Context: an optimization exercise on an open-source flow, tuned for small area, a short achievable clock period and few clock cycles. The choices shown serve that exercise and are no tape-out recipe. In this exercise RTL edits were held to simulation tests only and were not proved equivalent to the original. No activity file was given, so power comes from the tool's default toggle rates.

==> design.v <==
module onehot_from_bin (in,out);
function integer log2;
  input integer val;
  begin
	 log2 = 0;
	 while (val > 0) begin
	    val = val >> 1;
		log2 = log2 + 1;
	 end
  end
endfunction
parameter WIDTH = 64;
parameter LOG_WIDTH = log2(WIDTH-1);
input [LOG_WIDTH-1:0] in;
output [WIDTH-1:0] out;
reg [WIDTH-1:0] out;
always @(in) begin
	out = 0;
	out[in] = 1'b1;
end
endmodule
module onehot_to_bin #(
        parameter ONEHOT_WIDTH = 16
    ) (
    input  [ONEHOT_WIDTH-1:0]  onehot,
    output [BIN_WIDTH-1:0]     bin);
localparam BIN_WIDTH = $clog2(ONEHOT_WIDTH-1);
genvar i,j;
generate
    for (j=0; j<BIN_WIDTH; j=j+1)
    begin : jl
        wire [ONEHOT_WIDTH-1:0] tmp_mask;
        for (i=0; i<ONEHOT_WIDTH; i=i+1)
        begin : il
            assign tmp_mask[i] = i[j];
        end
        assign bin[j] = |(tmp_mask & onehot);
    end
endgenerate
endmodule
module arbiter (
	req, grant, base
);
parameter WIDTH = 16;
input [WIDTH-1:0] req;
output [WIDTH-1:0] grant;
input [WIDTH-1:0] base;
wire [2*WIDTH-1:0] double_req = {req,req};
wire [2*WIDTH-1:0] double_grant = double_req & ~(double_req-base);
assign grant = double_grant[WIDTH-1:0] | double_grant[2*WIDTH-1:WIDTH];
endmodule
module movegen_piece_stack #(
        parameter POSITION = 1,
        parameter WIDTH = 10
  ) (
    input logic              clk,
    input logic              clear,
    input logic [WIDTH-1:0]  in_data,
    input logic              load,
    output reg  [WIDTH-1:0]  out_data
  );
  always @(posedge clk) begin
    if (clear) begin
      out_data <= 0;
    end else if (load) begin
      out_data <= in_data;
    end
  end
endmodule
module movegen_rankfile (
  input logic        clk,
  input logic        in_pos_valid,
  input logic        in_pos_sop,
  output wire [5:0]  out_rankfile
  );
  reg [5:0] r_rankfile_bin;
  always @(posedge clk) begin
    if (in_pos_valid && in_pos_sop) begin
      r_rankfile_bin <= 0;
    end else begin
      r_rankfile_bin <= r_rankfile_bin + in_pos_valid;
    end
  end
  wire [5:0] rankfile_bin = in_pos_sop ? 6'b0 : r_rankfile_bin + in_pos_valid;
  assign out_rankfile = {{ 3'd7 - rankfile_bin[5:3], rankfile_bin[2:0] }};
endmodule
module movegen_lookup_output(
  input logic clk,
  input logic        in_pos_valid,
  input logic [3:0]  in_pos_data,
  input logic        in_pos_sop,
  input logic [5:0]  lookup_rankfile,
  output [3:0]       out_piece
  );
  reg was_in_pos_data_sop;
  always @(posedge clk) begin
    if (in_pos_valid) begin
      was_in_pos_data_sop <= in_pos_sop;
    end
  end
  assign out_piece = 4'b0;
endmodule
module movegen_square #(
        parameter RANK = 1,
        parameter FILE = 1
  ) (
  input logic clk,
  input logic        in_pos_valid,
  input logic [3:0]  in_pos_data,
  output wire  [3:0] out_pos_data,
  input logic        i_ep_file,
  input logic [3:0]  i_castle_rights,
  output        o_pn,
  output        o_ps,
  output        o_pne_nw,
  output        o_pse_sw,
  input logic   i_pn,
  input logic   i_pne,
  input logic   i_pse,
  input logic   i_ps,
  input logic   i_psw,
  input logic   i_pnw,
  output        o_kn,
  output        o_kne,
  output        o_ke,
  output        o_kse,
  output        o_ks,
  output        o_ksw,
  output        o_kw,
  output        o_knw,
  input logic   i_ks,
  input logic   i_ksw,
  input logic   i_kw,
  input logic   i_knw,
  input logic   i_kn,
  input logic   i_kne,
  input logic   i_ke,
  input logic   i_kse,
  output        o_sn,
  output        o_sne,
  output        o_se,
  output        o_sse,
  output        o_ss,
  output        o_ssw,
  output        o_sw,
  output        o_snw,
  input logic   i_ss,
  input logic   i_ssw,
  input logic   i_sw,
  input logic   i_snw,
  input logic   i_sn,
  input logic   i_sne,
  input logic   i_se,
  input logic   i_sse,
  output        o_nnne,
  output        o_nnnw,
  output        o_nsse,
  output        o_nssw,
  output        o_neen,
  output        o_nees,
  output        o_nwwn,
  output        o_nwws,
  input logic   i_nsse,
  input logic   i_nssw,
  input logic   i_nnne,
  input logic   i_nnnw,
  input logic   i_nwwn,
  input logic   i_nwws,
  input logic   i_neen,
  input logic   i_nees,
  output        o_castle_e,
  output        o_castle_w,
  input logic   i_castle_e,
  input logic   i_castle_w,
  input logic   emit_move,
  output        target_square,
  input logic   load_attackers,
  input logic   wtp
  );
  reg [3:0] pos;
  reg       is_attacked;
  always @(posedge clk) begin
    if (in_pos_valid) begin
      pos <= in_pos_data;
    end
    if (load_attackers) begin
      is_attacked <=  i_pne | i_pse | i_psw | i_pnw |
                      i_kn | i_kne | i_ke | i_kse | i_ks | i_ksw | i_kw | i_knw |
                      i_ss | i_sn | i_sw | i_se | i_ssw | i_snw | i_sne | i_sse |
                      i_nsse | i_nssw | i_nnne | i_nnnw | i_neen | i_nees | i_nwwn | i_nwws;
    end
  end
  assign out_pos_data = pos;
  wire [2:0] piece = pos[2:0];
  wire sq_occup = |piece;
  wire sq_empty = pos == 4'h0;
  wire sq_play  = sq_occup && pos[3] == wtp;
  wire sq_oppos = sq_occup && pos[3] != wtp;
  wire p_king, p_queen, p_rook, p_bishop, p_knight;
  assign p_king   = piece == 3'h1;
  assign p_queen  = piece == 3'h2;
  assign p_rook   = piece == 3'h3;
  assign p_bishop = piece == 3'h4;
  assign p_knight = piece == 3'h5;
  wire p_white_pawn = pos == 4'hE;
  wire p_black_pawn = pos == 4'h6;
  wire emit_attack = sq_oppos & load_attackers;
  wire pn = (emit_move & p_white_pawn);
  assign o_pn  = pn || (RANK == 3 & i_ps & sq_empty);    
  assign o_pne_nw = pn || (emit_attack & p_white_pawn);  
  wire ps = (emit_move & p_black_pawn);
  assign o_ps  = ps || (RANK == 6 & i_pn & sq_empty);    
  assign o_pse_sw = ps || (emit_attack & p_black_pawn);  
  wire k = (emit_move || emit_attack) & p_king;
  assign o_kn  = k;
  assign o_kne = k;
  assign o_ke  = k;
  assign o_kse = k;
  assign o_ks  = k;
  assign o_ksw = k;
  assign o_kw  = k;
  assign o_knw = k;
  wire slide_hver = (emit_move || emit_attack) & (p_queen | p_rook);
  wire slide_diag = (emit_move || emit_attack) & (p_queen | p_bishop);
  assign o_sn  = slide_hver | (sq_empty & i_ss);
  assign o_ss  = slide_hver | (sq_empty & i_sn);
  assign o_se  = slide_hver | (sq_empty & i_sw);
  assign o_sw  = slide_hver | (sq_empty & i_se);
  assign o_sne = slide_diag | (sq_empty & i_ssw);
  assign o_sse = slide_diag | (sq_empty & i_snw);
  assign o_ssw = slide_diag | (sq_empty & i_sne);
  assign o_snw = slide_diag | (sq_empty & i_sse);
  wire n = (emit_move || emit_attack) & p_knight;
  assign o_nnne = n;
  assign o_nnnw = n;
  assign o_nssw = n;
  assign o_nsse = n;
  assign o_nwwn = n;
  assign o_nwws = n;
  assign o_neen = n;
  assign o_nees = n;
  wire castle_move;
  generate
    if (RANK == 1 && FILE == 5) begin  
      assign o_castle_w = i_castle_rights[2] & emit_move & !is_attacked;  
      assign o_castle_e = i_castle_rights[3] & emit_move & !is_attacked;  
      assign castle_move = 0;
    end
    else if (RANK == 8 && FILE == 5) begin  
      assign o_castle_w = i_castle_rights[0] & emit_move & !is_attacked;  
      assign o_castle_e = i_castle_rights[1] & emit_move & !is_attacked;  
      assign castle_move = 0;
    end
    else if (RANK == 1) begin  
      assign o_castle_w = sq_empty && i_castle_e & !is_attacked;
      assign o_castle_e = sq_empty && i_castle_w & !is_attacked;
      assign castle_move = (FILE == 7 && o_castle_e) | (FILE == 3 && o_castle_w);
    end
    else if (RANK == 8) begin  
      assign o_castle_w = sq_empty && i_castle_e & !is_attacked;
      assign o_castle_e = sq_empty && i_castle_w & !is_attacked;
      assign castle_move = (FILE == 7 && o_castle_e) | (FILE == 3 && o_castle_w);
    end
    else begin : not_king_row
      assign o_castle_e = 0;
      assign o_castle_w = 0;
      assign castle_move = 0;
    end
  endgenerate
  wire pawn_move, pawn_take, pawn_ep, king_move, slide_move, knight_move;
  assign pawn_move = (i_pn | i_ps) & sq_empty;
  assign pawn_take = (i_pne | i_pse | i_psw | i_pnw) & sq_oppos;
  assign pawn_ep   = (((i_pne | i_pnw) && sq_empty && RANK == 3) |
                      ((i_pse | i_psw) && sq_empty && RANK == 6))
                    && i_ep_file;
  assign king_move = (i_kn | i_kne | i_ke | i_kse | i_ks | i_ksw | i_kw | i_knw) & (sq_empty | sq_oppos);
  assign slide_move = (i_ss | i_sn | i_sw | i_se | i_ssw | i_snw | i_sne | i_sse) & (sq_empty | sq_oppos);
  assign knight_move = (i_nsse | i_nssw | i_nnne | i_nnnw | i_neen | i_nees | i_nwwn | i_nwws) & (sq_empty | sq_oppos);
  assign target_square = pawn_move || pawn_take || pawn_ep || knight_move || slide_move || king_move || castle_move;
endmodule
module psudolegal_board(
  input logic clk,
  input logic rst,
  input logic        in_pos_valid,
  input logic [3:0]  in_pos_data,
  input logic        in_pos_sop,
  input logic        in_pos_eop,
  input logic        in_wtp,
  input logic [3:0]  in_castle,
  input logic [3:0]  in_ep,
  input logic       start,
  output reg        o_uci_valid,
  output reg [20:0] o_uci_data,
  output reg        o_uci_sop,
  output reg        o_uci_eop
  );
  wire [2:0] uci_move_promote;
  wire [2:0] uci_move_piece;
  wire [2:0] uci_move_from_r;
  wire [2:0] uci_move_from_f;
  wire [2:0] uci_move_takes;
  wire [2:0] uci_move_to_r;
  wire [2:0] uci_move_to_f;
  wire [5:0] in_pos_rf;
  movegen_rankfile movegen_rankfile (
    .clk(clk),
    .in_pos_valid( in_pos_valid ),
    .in_pos_sop(in_pos_sop),
    .out_rankfile(in_pos_rf)
  );
  wire [8:0] in_ep_onehot_z0;
  onehot_from_bin #(.WIDTH(9)) onehot_from_bin_ep(
    .in(in_ep),
    .out(in_ep_onehot_z0)
  );
  wire [7:0] ep_file = in_ep_onehot_z0[8:1];
  wire load_pieces;
  wire next_piece;
  wire in_pos_black = in_pos_valid && in_pos_data[3] == 1'b0 && |in_pos_data[2:0];
  wire in_pos_white = in_pos_valid && in_pos_data[3] == 1'b1 && |in_pos_data[2:0];
  wire [17*10-1:0] stack_interconnect_white;
  wire [17*10-1:0] stack_interconnect_black;  
  wire [16*10-1:0] stack_interconnect_to_play;
  wire [16*10-1:0] stack_interconnect_to_play_o;
  assign stack_interconnect_black[9:0] = { 1'b1, in_pos_data[2:0], in_pos_rf};
  assign stack_interconnect_white[9:0] = { 1'b1, in_pos_data[2:0], in_pos_rf};
  assign stack_interconnect_to_play = load_pieces ? (in_wtp ? stack_interconnect_white[10 +: 16*10] : stack_interconnect_black[10 +: 16*10]) : {10'b0, stack_interconnect_to_play_o[10 +: 15*10]};
  reg load_attackers;
  reg load_checkers;
  reg start_moves;
  always @(posedge clk) begin
    if (rst) begin
      load_attackers <= 0;
      load_checkers <= 0;
      start_moves <= 0;
    end else begin
      load_attackers <= start;
      load_checkers <= load_attackers;
      start_moves <= load_checkers;
    end
  end
  assign load_pieces = start_moves;
  genvar i;
  generate
    for (i=0; i<16; i=i+1)
    begin: item
      movegen_piece_stack #(.POSITION(i)) movegen_piece_white (
        .clk(clk),
        .clear(rst | (in_pos_valid & in_pos_sop & (i > 0 || !in_pos_white))),
        .in_data(stack_interconnect_white[i*10 +: 10]),
        .out_data(stack_interconnect_white[(i+1)*10 +: 10]),
        .load(in_pos_white & stack_interconnect_white[i*10+9])
        );
      movegen_piece_stack #(.POSITION(i)) movegen_piece_black (
        .clk(clk),
        .clear(rst | (in_pos_valid & in_pos_sop && (i > 0 || !in_pos_black))),
        .in_data(stack_interconnect_black[i*10 +: 10]),
        .out_data(stack_interconnect_black[(i+1)*10 +: 10]),
        .load(in_pos_black & stack_interconnect_black[i*10+9])
        );
      movegen_piece_stack #(.POSITION(i)) movegen_move_stack (
        .clk(clk),
        .clear(rst),
        .in_data(stack_interconnect_to_play[i*10 +: 10]),
        .out_data(stack_interconnect_to_play_o[i*10 +: 10]),
        .load(load_pieces | next_piece)
      );
    end
  endgenerate
  wire [8:0] stack_piece_to_play = stack_interconnect_to_play_o[0 +: 9];
  assign uci_move_from_f = stack_piece_to_play[0 +: 3];
  assign uci_move_from_r = stack_piece_to_play[3 +: 3];
  assign uci_move_piece =  stack_piece_to_play[6 +: 3];
  assign next_piece = square_done;
  wire [63:0] square_from;    
  wire [63:0] square_to;      
  wire [63:0] square_to_arb;  
  onehot_from_bin #(.WIDTH(64)) onehot_from_bin_square_from(
    .in({uci_move_from_r, uci_move_from_f}),
    .out(square_from)
  );
  wire [(65*4)-1:0]pos_interconnect;  
  assign pos_interconnect[3:0] = in_pos_data;
  wire [10*10-1:0] w_pn, w_ps, w_pne_nw, w_pse_sw;
  wire [10*10-1:0] w_sn, w_sne, w_se, w_sse, w_ss, w_ssw, w_sw, w_snw;
  wire [10*10-1:0] w_kn, w_kne, w_ke, w_kse, w_ks, w_ksw, w_kw, w_knw;
  wire [10*10-1:0] w_castle_e, w_castle_w;
  wire [12*12-1:0] w_nnne, w_nnnw, w_nsse, w_nssw, w_neen, w_nees, w_nwwn, w_nwws;
  genvar r,f;
  generate
    for (r=0; r<8; r=r+1)
    begin: rank  
      for (f=0; f<8; f=f+1)
      begin: file  
        movegen_square #(.RANK(r+1), .FILE(f+1)) movegen_square (
          .clk(clk),
          .in_pos_valid(in_pos_valid),
          .in_pos_data( pos_interconnect[(r*8+(7-f)+0)*4 +: 4]),
          .out_pos_data(pos_interconnect[(r*8+(7-f)+1)*4 +: 4]),
          .emit_move( !load_attackers & square_from[r*8+f] ),
          .target_square( square_to[r*8+f]),
          .load_attackers( load_attackers ),
          .o_pn(     w_pn[    (r+1)*10 + f+1]),  .i_ps( w_pn[    (r+1-1)*10 + f+1+0]),
          .o_pne_nw( w_pne_nw[(r+1)*10 + f+1]),  .i_psw(w_pne_nw[(r+1-1)*10 + f+1+1]),
                                                 .i_pse(w_pne_nw[(r+1-1)*10 + f+1-1]),
          .o_ps(     w_ps[    (r+1)*10 + f+1]),  .i_pn( w_ps[    (r+1+1)*10 + f+1+0]),
          .o_pse_sw( w_pse_sw[(r+1)*10 + f+1]),  .i_pnw(w_pse_sw[(r+1+1)*10 + f+1+1]),
                                                 .i_pne(w_pse_sw[(r+1+1)*10 + f+1-1]),
          .i_ep_file(ep_file[f]),
          .o_sn(  w_sn[ (r+1)*10 + f+1]),    .i_ss(  w_sn[ (r+1-1)*10 + f+1+0]),
          .o_sne( w_sne[(r+1)*10 + f+1]),    .i_ssw( w_sne[(r+1-1)*10 + f+1-1]),
          .o_se(  w_se[ (r+1)*10 + f+1]),    .i_sw(  w_se[ (r+1-0)*10 + f+1-1]),
          .o_sse( w_sse[(r+1)*10 + f+1]),    .i_snw( w_sse[(r+1+1)*10 + f+1-1]),
          .o_ss(  w_ss[ (r+1)*10 + f+1]),    .i_sn(  w_ss[ (r+1+1)*10 + f+1+0]),
          .o_ssw( w_ssw[(r+1)*10 + f+1]),    .i_sne( w_ssw[(r+1+1)*10 + f+1+1]),
          .o_sw(  w_sw[ (r+1)*10 + f+1]),    .i_se(  w_sw[ (r+1+0)*10 + f+1+1]),
          .o_snw( w_snw[(r+1)*10 + f+1]),    .i_sse( w_snw[(r+1-1)*10 + f+1+1]),
          .o_nnne(w_nnne[(r+2+2)*12 + (f+2+1)]),  .i_nssw(w_nnne[(r+2)*12 + (f+2)]),
          .o_nnnw(w_nnnw[(r+2+2)*12 + (f+2-1)]),  .i_nsse(w_nnnw[(r+2)*12 + (f+2)]),
          .o_nsse(w_nsse[(r+2-2)*12 + (f+2+1)]),  .i_nnnw(w_nsse[(r+2)*12 + (f+2)]),
          .o_nssw(w_nssw[(r+2-2)*12 + (f+2-1)]),  .i_nnne(w_nssw[(r+2)*12 + (f+2)]),
          .o_nwwn(w_nwwn[(r+2+1)*12 + (f+2-2)]),  .i_nees(w_nwwn[(r+2)*12 + (f+2)]),
          .o_nwws(w_nwws[(r+2-1)*12 + (f+2-2)]),  .i_neen(w_nwws[(r+2)*12 + (f+2)]),
          .o_neen(w_neen[(r+2+1)*12 + (f+2+2)]),  .i_nwws(w_neen[(r+2)*12 + (f+2)]),
          .o_nees(w_nees[(r+2-1)*12 + (f+2+2)]),  .i_nwwn(w_nees[(r+2)*12 + (f+2)]),
          .o_kn(  w_kn[ (r+1)*10 + f+1]),    .i_ks(  w_kn[ (r+1-1)*10 + f+1+0]),
          .o_kne( w_kne[(r+1)*10 + f+1]),    .i_ksw( w_kne[(r+1-1)*10 + f+1-1]),
          .o_ke(  w_ke[ (r+1)*10 + f+1]),    .i_kw(  w_ke[ (r+1-0)*10 + f+1-1]),
          .o_kse( w_kse[(r+1)*10 + f+1]),    .i_knw( w_kse[(r+1+1)*10 + f+1-1]),
          .o_ks(  w_ks[ (r+1)*10 + f+1]),    .i_kn(  w_ks[ (r+1+1)*10 + f+1+0]),
          .o_ksw( w_ksw[(r+1)*10 + f+1]),    .i_kne( w_ksw[(r+1+1)*10 + f+1+1]),
          .o_kw(  w_kw[ (r+1)*10 + f+1]),    .i_ke(  w_kw[ (r+1+0)*10 + f+1+1]),
          .o_knw( w_knw[(r+1)*10 + f+1]),    .i_kse( w_knw[(r+1-1)*10 + f+1+1]),
          .i_castle_rights(in_castle),
          .o_castle_e( w_castle_e[(r+1)*10 + f+1]), .i_castle_w(w_castle_e[(r+1-0)*10 + f+1-1]),
          .o_castle_w( w_castle_w[(r+1)*10 + f+1]), .i_castle_e(w_castle_w[(r+1+0)*10 + f+1+1]),
          .wtp(in_wtp)
        );
      end
      assign w_pn[0*10 + r+1] = 0;  
      assign w_ps[9*10 + r+1] = 0;  
    end
  endgenerate
  genvar pr,pf;
  generate
    for (pr=0; pr<10; pr=pr+1)
    begin: prank  
      for (pf=0; pf<10; pf=pf+1)
      begin: pfile  
        if ((pr-1) < 0 || (pr-1) > 7 || (pf-1) < 0 || (pf-1) > 7) begin
          assign w_pne_nw[pr*10 + pf] = 0;
          assign w_pse_sw[pr*10 + pf] = 0;
        end
        if ((pr-1) > 7) begin
          assign w_ss[pr*10 + pf] = 0;
          assign w_ks[pr*10 + pf] = 0;
        end
        if ((pr-1) < 0) begin
          assign w_sn[pr*10 + pf] = 0;
          assign w_kn[pr*10 + pf] = 0;
        end
        if ((pf-1) > 7) begin
          assign w_sw[pr*10 + pf] = 0;
          assign w_kw[pr*10 + pf] = 0;
          assign w_castle_w[pr*10 + pf] = 0;
        end
        if ((pf-1) < 0) begin
          assign w_se[pr*10 + pf] = 0;
          assign w_ke[pr*10 + pf] = 0;
          assign w_castle_e[pr*10 + pf] = 0;
        end
        if ((pr-1) > 7 | (pf-1) > 7) begin
          assign w_ssw[pr*10 + pf] = 0;
          assign w_ksw[pr*10 + pf] = 0;
        end
        if ((pr-1) > 7 | (pf-1) < 0) begin
          assign w_sse[pr*10 + pf] = 0;
          assign w_kse[pr*10 + pf] = 0;
        end
        if ((pr-1) < 0 | (pf-1) < 0) begin
          assign w_sne[pr*10 + pf] = 0;
          assign w_kne[pr*10 + pf] = 0;
        end
        if ((pr-1) < 0 | (pf-1) > 7) begin
          assign w_snw[pr*10 + pf] = 0;
          assign w_knw[pr*10 + pf] = 0;
        end
      end
    end
  endgenerate
  genvar nr,nf;
  generate
    for (nr=0; nr<12; nr=nr+1)
    begin: nrank  
      for (nf=0; nf<12; nf=nf+1)
      begin: nfile  
        if ((nr-2) < 2 || (nf-2) < 1) begin
          assign w_nnne[nr*12 + nf] = 0;
        end
        if ((nr-2) < 2 || (nf-2) > 6) begin
          assign w_nnnw[nr*12 + nf] = 0;
        end
        if ((nr-2) > 5 || (nf-2) < 1) begin
          assign w_nsse[nr*12 + nf] = 0;
        end
        if ((nr-2) > 5 || (nf-2) > 6) begin
          assign w_nssw[nr*12 + nf] = 0;
        end
        if ((nr-2) < 1 || (nf-2) > 5) begin
          assign w_nwwn[nr*12 + nf] = 0;
        end
        if ((nr-2) > 6 || (nf-2) > 5) begin
          assign w_nwws[nr*12 + nf] = 0;
        end
        if ((nr-2) < 1 || (nf-2) < 2) begin
          assign w_neen[nr*12 + nf] = 0;
        end
        if ((nr-2) > 6 || (nf-2) < 2) begin
          assign w_nees[nr*12 + nf] = 0;
        end
      end
    end
  endgenerate
  reg [64:0] square_base;
  wire square_done;
  wire promotion_move;
  reg [1:0] uci_move_promote_r;
  arbiter #(.WIDTH(65)) arbiter_target (
    .base(square_base),
    .req({{1'b1, square_to}}),
    .grant({{square_done, square_to_arb}})
  );
  always @(posedge clk) begin
    if (rst || start_moves || square_done) begin
      square_base <= 1;
      uci_move_promote_r <= 0;
    end else if (!promotion_move || uci_move_promote_r == 2'd3) begin
      square_base <= square_to_arb << 1;
      uci_move_promote_r <= 0;
    end else begin
      uci_move_promote_r <= uci_move_promote_r + 1;
    end
  end
  wire promotion_move_is_pawn = uci_move_piece == 3'h6;
  wire [5:0] square_to_rf;
  onehot_to_bin #(.ONEHOT_WIDTH(64) ) oh2b_square_to (.onehot(square_to_arb), .bin(square_to_rf));
  assign uci_move_to_r = square_to_rf[3 +: 3];
  assign uci_move_to_f = square_to_rf[0 +: 3];
  assign uci_move_promote = {promotion_move, uci_move_promote_r[1:0]};
  assign uci_move_takes = 0;
  assign promotion_move = promotion_move_is_pawn && (uci_move_to_r == 3'd0 || uci_move_to_r == 3'd7);
  movegen_lookup_output movegen_lookup (
    .clk(clk),
    .in_pos_valid(in_pos_valid),
    .in_pos_data(in_pos_data),
    .in_pos_sop(in_pos_sop),
    .lookup_rankfile({uci_move_to_r, uci_move_to_f}),
    .out_piece()
  );
  wire [20:0] o_uci_data_w = {uci_move_promote, uci_move_piece, uci_move_from_f, uci_move_from_r, uci_move_takes, uci_move_to_f, uci_move_to_r};
  wire        o_uci_data_valid = stack_interconnect_to_play_o[9] & ~square_done;
  reg [20:0] o_uci_buffer_data;
  reg        o_uci_buffer_valid;
  reg        o_uci_buffer_sop;
  reg        done_sop;
  wire last_piece_is_done = !stack_interconnect_to_play_o[10+9] & square_done;
  always_ff @(posedge clk) begin
    if (o_uci_data_valid) begin
      o_uci_buffer_data  <= o_uci_data_w;
      o_uci_buffer_sop <= o_uci_data_valid & !done_sop;
    end
    if (o_uci_data_valid || last_piece_is_done) begin
      o_uci_buffer_valid <= o_uci_data_valid;
      done_sop <= (done_sop | o_uci_data_valid) & !last_piece_is_done;
    end
    o_uci_data <= o_uci_buffer_data;
    o_uci_sop <= o_uci_buffer_sop;
    o_uci_valid <= o_uci_buffer_valid && (o_uci_data_valid || last_piece_is_done);
    o_uci_eop <= last_piece_is_done;
    if (rst) begin
      o_uci_buffer_valid <= 0;
      done_sop <= 0;
      o_uci_valid <= 0;
      o_uci_sop <= 0;
      o_uci_eop <= 0;
    end
  end
endmodule
==> run.sh <==
#!/bin/bash
# synth_recipe.tcl (not shown) runs the flow's synth.tcl, then flattens the netlist and writes it again
# the make line also repeats each setting of config.mk as NAME=value (left out here)
make -C /OpenROAD-flow-scripts/flow DESIGN_CONFIG=/design/flow/config.mk WORK_HOME=/design/flow/orfs CLKGATE_MAP_FILE= SYNTH_SCRIPT=/design/flow/synth_recipe.tcl finish
==> config.mk <==
export PLATFORM = sky130hd
export DESIGN_NAME = psudolegal_board
export DESIGN_NICKNAME = psudolegal_board
export VERILOG_FILES = /design/flow/design.v
export SDC_FILE = /design/flow/constraint.sdc
export NUM_CORES = 4
export LEC_CHECK = 0
export CAP_MARGIN = 40
export CORE_MARGIN = 2
export CORE_UTILIZATION = 40
export PLACE_DENSITY = 0.6
export SETUP_SLACK_MARGIN = 1.0
export SLEW_MARGIN = 40
==> constraint.sdc <==
create_clock -name core_clock -period 13.0 [get_ports {clk}]
set_input_delay 2.6000 -clock core_clock [delete_from_list [all_inputs] [get_ports {clk}]]
set_output_delay 2.6000 -clock core_clock [all_outputs]
set_load 0.01 [all_outputs]
==> results.py <==
metrics = {
    "global_route": {
        "overflow": 0,
        "grt_pass1_vias": 60600,
        "grt_usage_pct": 42.8,
        "grt_max_degree": 152,
        "antenna_found_initial": 19,
        "grt_pass1_wl_mm": 456,
    },
    "setup_path": {
        "worstPathMaxFanout": 29,
        "cp.required_ns": 13.65,
        "cp-start-kind": "input port",
        "timing.rr.start": "item[0].movegen_move_stack.out_data[0]",
        "cp.arrival_ns": 12.62,
        "worstSetupStartpoint": "in_wtp",
        "crit_type": "input port to flop",
        "critPathMaxStageDelay_ns": 0.66,
        "path_delay_family": "simple AND/OR/NAND/NOR gates",
        "path_buf_inv": 9,
        "end_kind": "flop",
        "critical_path.slowest_cell": "o41ai_1",
        "crit_top_cell": "buf_4",
    },
    "synth": {
        "synthCells": 7556,
        "syn_avg_cell_area_um2": 7.72,
        "synth_area_um2": 58300,
        "async_reset_ff_share_pct": 0,
        "synth_top_area_cell": "dfxtp_1",
        "ys_ff_latch": 864,
        "synth.area.top_cells": "dfxtp_1, edfxtp_1, nand2_1, a21oi_1, nor2_1",
        "synth_most_common_cell": "nand2_1",
        "synth_edf_count": 285,
        "netlist.area_leader.share_pct": 19.9,
        "yosysSeqAreaShare_pct": 34.5,
        "synth_top_flop_cell": "dfxtp_1",
        "synth_cell_types": 136,
        "ys_top_cells_by_count": "nand2_1, a21oi_1, dfxtp_1",
        "yosysWarnings": 85,
    },
    "pwr": {
        "p_per_area_nw_per_um2": 142,
        "switching_share_pct": 39.9,
        "p_clk_share_pct": 29.6,
        "p_leak_nw": 25.0,
        "p_seq_share_pct": 31.4,
        "intPower_w": 0.00599,
        "p_comb_share_pct": 39.1,
        "peakVddDrop_v": 0.000145,
        "switching_power_w": 0.00398,
    },
    "routing": {
        "drtIter0Drc": 8153,
        "drt_pass1_iterations": 6,
        "postRouteAntennaNets": 0,
        "post_drt_wl_per_cell_um": 32.5,
        "drc": 0,
        "vias": 65400,
        "viasPerCell": 6.46,
        "wl_mm": 330,
    },
    "hold_path": {
        "hold_class": "flop to flop",
        "min-delay-start": "o_uci_buffer_data[20]",
    },
    "floorplan": {
        "die_w_um": 386,
        "ioPinCount": 43,
        "core_area_um2": 145000,
        "die-area_um2": 149000,
        "start_util_pct": 40.2,
        "die_h_um": 386,
        "rows": 140,
    },
    "clock_network": {
        "root_buffer": "clkbuf_16",
        "cts_tree": "built",
        "cts.sink_count": 864,
        "clkLatencyLatePin_ns": 0.77,
        "cts_max_level": 3,
        "numCtsBuffers": 98,
        "hold_buffers": 0,
        "clk_pin_slew_ns": 0.06,
        "clockBufferDepth": 3,
    },
    "place": {
        "portBuffers": 38,
        "dp_cells": 9938,
        "dp_hpwl_mm": 263,
        "gp_congestion": 1.12,
    },
    "layout": {
        "utilization_pct": 48.5,
        "layout.nets": 8218,
        "area_growth_pct": 20.8,
        "drive_above_1_share_pct": 16.2,
        "seqCellArea_um2": 20200,
        "nFillCells": 14400,
        "instances_no_fill": 10100,
        "multi_input_area_um2": 35800,
    },
    "timing": {
        "relSlewSlack_pct": 31.7,
        "drv_slew": 0,
        "fin_crit_sh_pct": 92.0,
        "rsz0062_at_grt": "false",
        "clock_skew_ns": 0.0794,
        "final.min_clock_period_ns": 11.96,
        "fin_hold_ws_ns": 0.336,
        "hold_viol_final": 0,
        "setup_tns_ns": 0,
        "setup_viol": 0,
        "max_slew.worst_pin.slew_ns": 1.02,
        "max_freq_ghz": 0.0836,
    },
    "outcome": {
        "outcome": "no timing/DRC/antenna violations",
    },
    "run": {
        "maxCapViolations": 0,
    },
}
==> repair_timing <==
item / in CTS / in global routing
buffers inserted: 0 / 0
pin swaps: 0 / 2
resized for setup: 3 / 13
setup endpoints to repair: 68 / 68
==> power by group through the flow <==
| stage | logic, W | registers (W) | clock network (W) |
|---|---|---|---|
| final | 0.00390 | 0.00313 | 0.00295 |
| after global routing | 0.00407 | 0.00314 | 0.00309 |
| after CTS | 0.00375 | 0.00312 | 0.00299 |
| after detailed placement | 0.00373 | 0.00317 | 0 |
| after global placement | 0.00371 | 0.00317 | 0 |
| after floorplan | 0.00198 | 0.00306 | 0 |
==> cells in the final DEF, fill, tap and decap left out, types with 58 or more instances in the layout <==
cell / instances
clkbuf_16: 100
nand3_1: 219
o211ai_1: 58
nand2_1: 1456
o21ai_0: 210
nor2b_1: 203
buf_4: 888
xor2_1: 74
nor2_1: 557
a211oi_1: 257
a311oi_1: 170
and2_1: 63
mux2i_1: 74
a31oi_1: 98
a21oi_1: 700
dfxtp_1: 578
xnor2_1: 126
inv_1: 179
nand4_1: 115
ha_1: 72
a21o_1: 76
nor3_1: 183
nand2b_1: 157
edfxtp_1: 285
nor4_1: 117
==> logic make-up after synthesis <==
family	count (synthesis)	synth area share (%)
and+or+nand+nor	3441	28.3
AOI/OAI and AO/OA	2208	26.3
DFF	864	34.5
buffers and inverters	691	4.93
xor gates and xnor gates	201	3.02
adders and majority gates	75	1.62
muxes	75	1.29
other	1	0.00643
==> metrics by stage <==
stage               setup WS, ns  power [W]  cell area (um2)
finish                      1.04    0.00997            70400
global route                1.00     0.0103            70400
CTS                         1.08    0.00986            70200
detailed placement        -0.152    0.00690            66800
global placement          -0.189    0.00688            66600
floorplan                   2.32    0.00504            58300
==> routing by layer <==
layer	share of wire [%]	track usage, %
met1	40	55.1
met2	42	63.7
met3	9.5	9.44
met4	8.2	29.0
met5	0.018	0
==> final timing paths <==
check | endpoint | slack [ns] | depth (start not counted)
max | square_base[4] | 1.04 | 36
max reg2reg | square_base[4] | 1.34 | 34
min reg2reg | o_uci_data[20] | 0.34 | 0
min | o_uci_data[20] | 0.34 | 0
==> state kept, by name, indices dropped and copies added, names as in the netlist, 2 cells and up <==
name,count
item.movegen_move_stack.out_data,160
item.movegen_piece_black.out_data,160
item.movegen_piece_white.out_data,160
movegen_rankfile.r_rankfile_bin,6
o_uci_buffer_data,18
o_uci_data,18
rank.file.movegen_square.is_attacked,10
rank.file.movegen_square.pos,256
square_base,65
uci_move_promote_r,2
==> cell type report <==
type / instances / area share (%)
Multi-Input combinational cell: 6003 / 50.9
Sequential cell: 864 / 28.6
Timing Repair Buffer: 973 / 11.2
Clock buffer: 128 / 3.83
Tap cell: 1917 / 3.40
Clock inverter: 55 / 1.04
Inverter: 184 / 1.01
Antenna cell: 10 / 0.0355
Testbench counts, summed over its fixed seeds: cycles 121,909.

==> port drivers added, routing unchanged <==
No port has a modelled driver above. Below, the same layout with a new extraction and two added sets of constraints.
Step 1 (the two cells are an assumption about what drives the block):
set clk [get_ports {clk}]
set_driving_cell -lib_cell sky130_fd_sc_hd__clkbuf_16 $clk
set_driving_cell -lib_cell sky130_fd_sc_hd__buf_2 [delete_from_list [all_inputs] $clk]
Step 2 times the ports against the registers' clock, not the clock port: input delays grow and output delays shrink by t, the midpoint of the rising clock arrivals with the driver on.
Three values: no drivers, after step 1, after step 2; two values: the first two.
t, ns: 0.817
slack for setup (ns): 1.036 / 1.083 / 0.266
worst hold slack (ns): 0.336 / 0.336 / 0.336
cell pins on the clock port's net: 1
After both steps setup and hold are still met in this run. For this run, drivers alone change the setup slack by +0.047 ns; drivers and shift together by -0.770 ns.
